From an optimization exercise on the open Yosys and OpenROAD flow, aimed at small area; shortcuts taken in it are not production practice.
In this exercise RTL edits were held to simulation tests only and were not proved equivalent to the original.
No activity file was given, so power comes from the tool's default toggle rates.

Design cpu65xx, start of the top module:
module cpu65xx(clk, enable, reset, nmi_n, irq_n, so_n, din, dout, addr, we, debugOpcode, debugPc, debugA, debugX, debugY, debugS);
clock: 10.0 ns
lec_check: 0
cap_margin: 20
core_margin: 2
core_utilization: 40
slew_margin: 20
standard.sh (not shown) runs the stock make flow with config.mk's settings and CLKGATE_MAP_FILE= SYNTH_SCRIPT=/design/flow/synth_recipe.tcl, a recipe that flattens the netlist after the stock synthesis.
==> flow/flow/run.sh <==
#!/bin/bash
# Standard ORFS layout (the standard.sh), with two changes:
#  - the port buffers are the smallest buffer (buf_1) instead of the
#    default choice;
#  - clock tree synthesis uses clkbuf_8 below the root buffer and
#    inserts no dummy loads.
set -euo pipefail
export BUFFER_PORTS_ARGS="-buffer_cell sky130_fd_sc_hd__buf_1"
export CTS_ARGS="-sink_clustering_enable -repair_clock_nets -dont_use_dummy_load -root_buf sky130_fd_sc_hd__clkbuf_16 -buf_list sky130_fd_sc_hd__clkbuf_8"
bash standard.sh > standard.log 2>&1
Change:
==> flow/flow/run.sh (replaced) <==
#!/bin/bash
# Standard ORFS layout (the standard.sh), with two changes:
#  - the port buffers are the smallest buffer (buf_1) instead of the
#    default choice;
#  - clock tree synthesis inserts no dummy loads.
set -euo pipefail
export BUFFER_PORTS_ARGS="-buffer_cell sky130_fd_sc_hd__buf_1"
export CTS_ARGS="-sink_clustering_enable -repair_clock_nets -dont_use_dummy_load"
bash standard.sh > standard.log 2>&1
--- a/flow/config.mk
+++ b/flow/config.mk
@@ -10 +10 @@
-export CORE_UTILIZATION = 40
+export CORE_UTILIZATION = 55
Clock-buffer cell count is unchanged.
Cell count fell by a few percent.
Non-clock buffer count fell by 5.
Setup slack gains 0.13 ns.
Cell area fell slightly.
Die area fell by a quarter to a third.
Sequential power hardly moves.
Utilization rose by 15 points.
Critical path depth rose by 1.
Flip-flop and latch count is unchanged.
Clock power fell by a few percent.
Change:
--- a/flow/flow/run.sh
+++ b/flow/flow/run.sh
@@ -5 +5,2 @@
-#  - clock tree synthesis inserts no dummy loads.
+#  - clock tree synthesis clusters up to 50 sinks per buffer and inserts
+#    no dummy loads.
@@ -8 +9 @@
-export CTS_ARGS="-sink_clustering_enable -repair_clock_nets -dont_use_dummy_load"
+export CTS_ARGS="-sink_clustering_enable -sink_clustering_size 50 -sink_clustering_max_diameter 300 -repair_clock_nets -dont_use_dummy_load"
--- a/flow/config.mk
+++ b/flow/config.mk
@@ -10 +10 @@
-export CORE_UTILIZATION = 55
+export CORE_UTILIZATION = 40
The new run ran to the end with no violations.
Clock power rises by a few percent.
Area after synthesis stays the same.
Total power rises slightly.
Worst hold slack hardly moves.
Global-route usage falls by 8.7 points.
Change:
==> flow/flow/run.sh (replaced) <==
#!/bin/bash
# Standard ORFS layout (the standard.sh), with two changes:
#  - the port buffers are the smallest buffer (buf_1) instead of the
#    default choice;
#  - clock tree synthesis inserts no dummy loads.
set -euo pipefail
export BUFFER_PORTS_ARGS="-buffer_cell sky130_fd_sc_hd__buf_1"
export CTS_ARGS="-sink_clustering_enable -repair_clock_nets -dont_use_dummy_load"
bash standard.sh > standard.log 2>&1
--- a/flow/config.mk
+++ b/flow/config.mk
@@ -7,0 +8 @@
+export ABC_AREA = 1
=> Final area increases by 1.0%; total power goes up by 2.0%; synthesized cell count grows by 22%; global-route usage went down by 1.4 points; count of clock-buffer cells in the layout stays the same.

========
cpu65xx, a different RTL version from the one above (not shown whole).
Size in the first run: about 1100 cells after synthesis, about 95 I/O pins.
clock: 10.0 ns
lec_check: 0
cap_margin: 20
core_margin: 2
core_utilization: 40
slew_margin: 20
==> flow/flow/run.sh <==
#!/bin/bash
# Standard ORFS layout (the standard.sh), with two changes:
#  - the port buffers are the smallest buffer (buf_1) instead of the
#    default choice;
#  - clock tree synthesis inserts no dummy loads.
set -euo pipefail
export BUFFER_PORTS_ARGS="-buffer_cell sky130_fd_sc_hd__buf_1"
export CTS_ARGS="-sink_clustering_enable -repair_clock_nets -dont_use_dummy_load"
bash standard.sh > standard.log 2>&1
Rerun with:
Settings changed: CORE_UTILIZATION 40 to 65.
=> Non-clock buffer count goes down by 6; maximum frequency is about the same; global-route usage came out higher by 16 points; cell area goes down by 2.0%; wire length goes down by 4.3%; first-iteration DRC count came out higher by 52%; via count goes up by 4.0%; combinational power rose by about 1%; power increases by 0.31%; clock power barely changes.

[afterwards: timing with drivers on the ports]
How much do the figures lean on ideal ports? The routed layouts below were timed once more, with nothing changed but the port constraints. Step 1 sets driving cells, clkbuf_16 on the clock port and buf_2 on the other inputs (assumed; they add their load-dependent delay and slew). Step 2 moves the port delays by t, midway between the first and last clock arrival at a register: inputs arrive t later, outputs are due t later. That takes back most of the time a late clock gives input paths. Slacks: ideal ports / drivers / drivers and shift; pairs: ideal ports / drivers.
| run | shift t [ns] | setup WS [ns] | worst register clock-pin slew, ns | worst data-port slew with drivers (ns) |
|---|---|---|---|---|
| the first run of note 1 | 0.398 | 0.529 / 0.529 / 0.529 | 0.08 / 0.08 | 0.04 |
| the second run of note 1 | 0.389 | 0.654 / 0.654 / 0.654 | 0.07 / 0.07 | 0.05 |
| the third run of note 1 | 0.398 | 0.529 / 0.529 / 0.529 | 0.08 / 0.08 | 0.04 |
| the fourth run of note 1 | 0.393 | 0.888 / 0.888 / 0.888 | 0.09 / 0.09 | 0.05 |
| the first run of note 2 | 0.398 | 0.517 / 0.516 / 0.516 | 0.09 / 0.09 | 0.03 |
| the second run of note 2 | 0.400 | 0.535 / 0.535 / 0.535 | 0.08 / 0.08 | 0.04 |
After both steps every run listed still meets setup and hold. The setup slack of the first run of note 2, which loses most, moves by -0.001 ns with the drivers and by -0.001 ns with both steps.
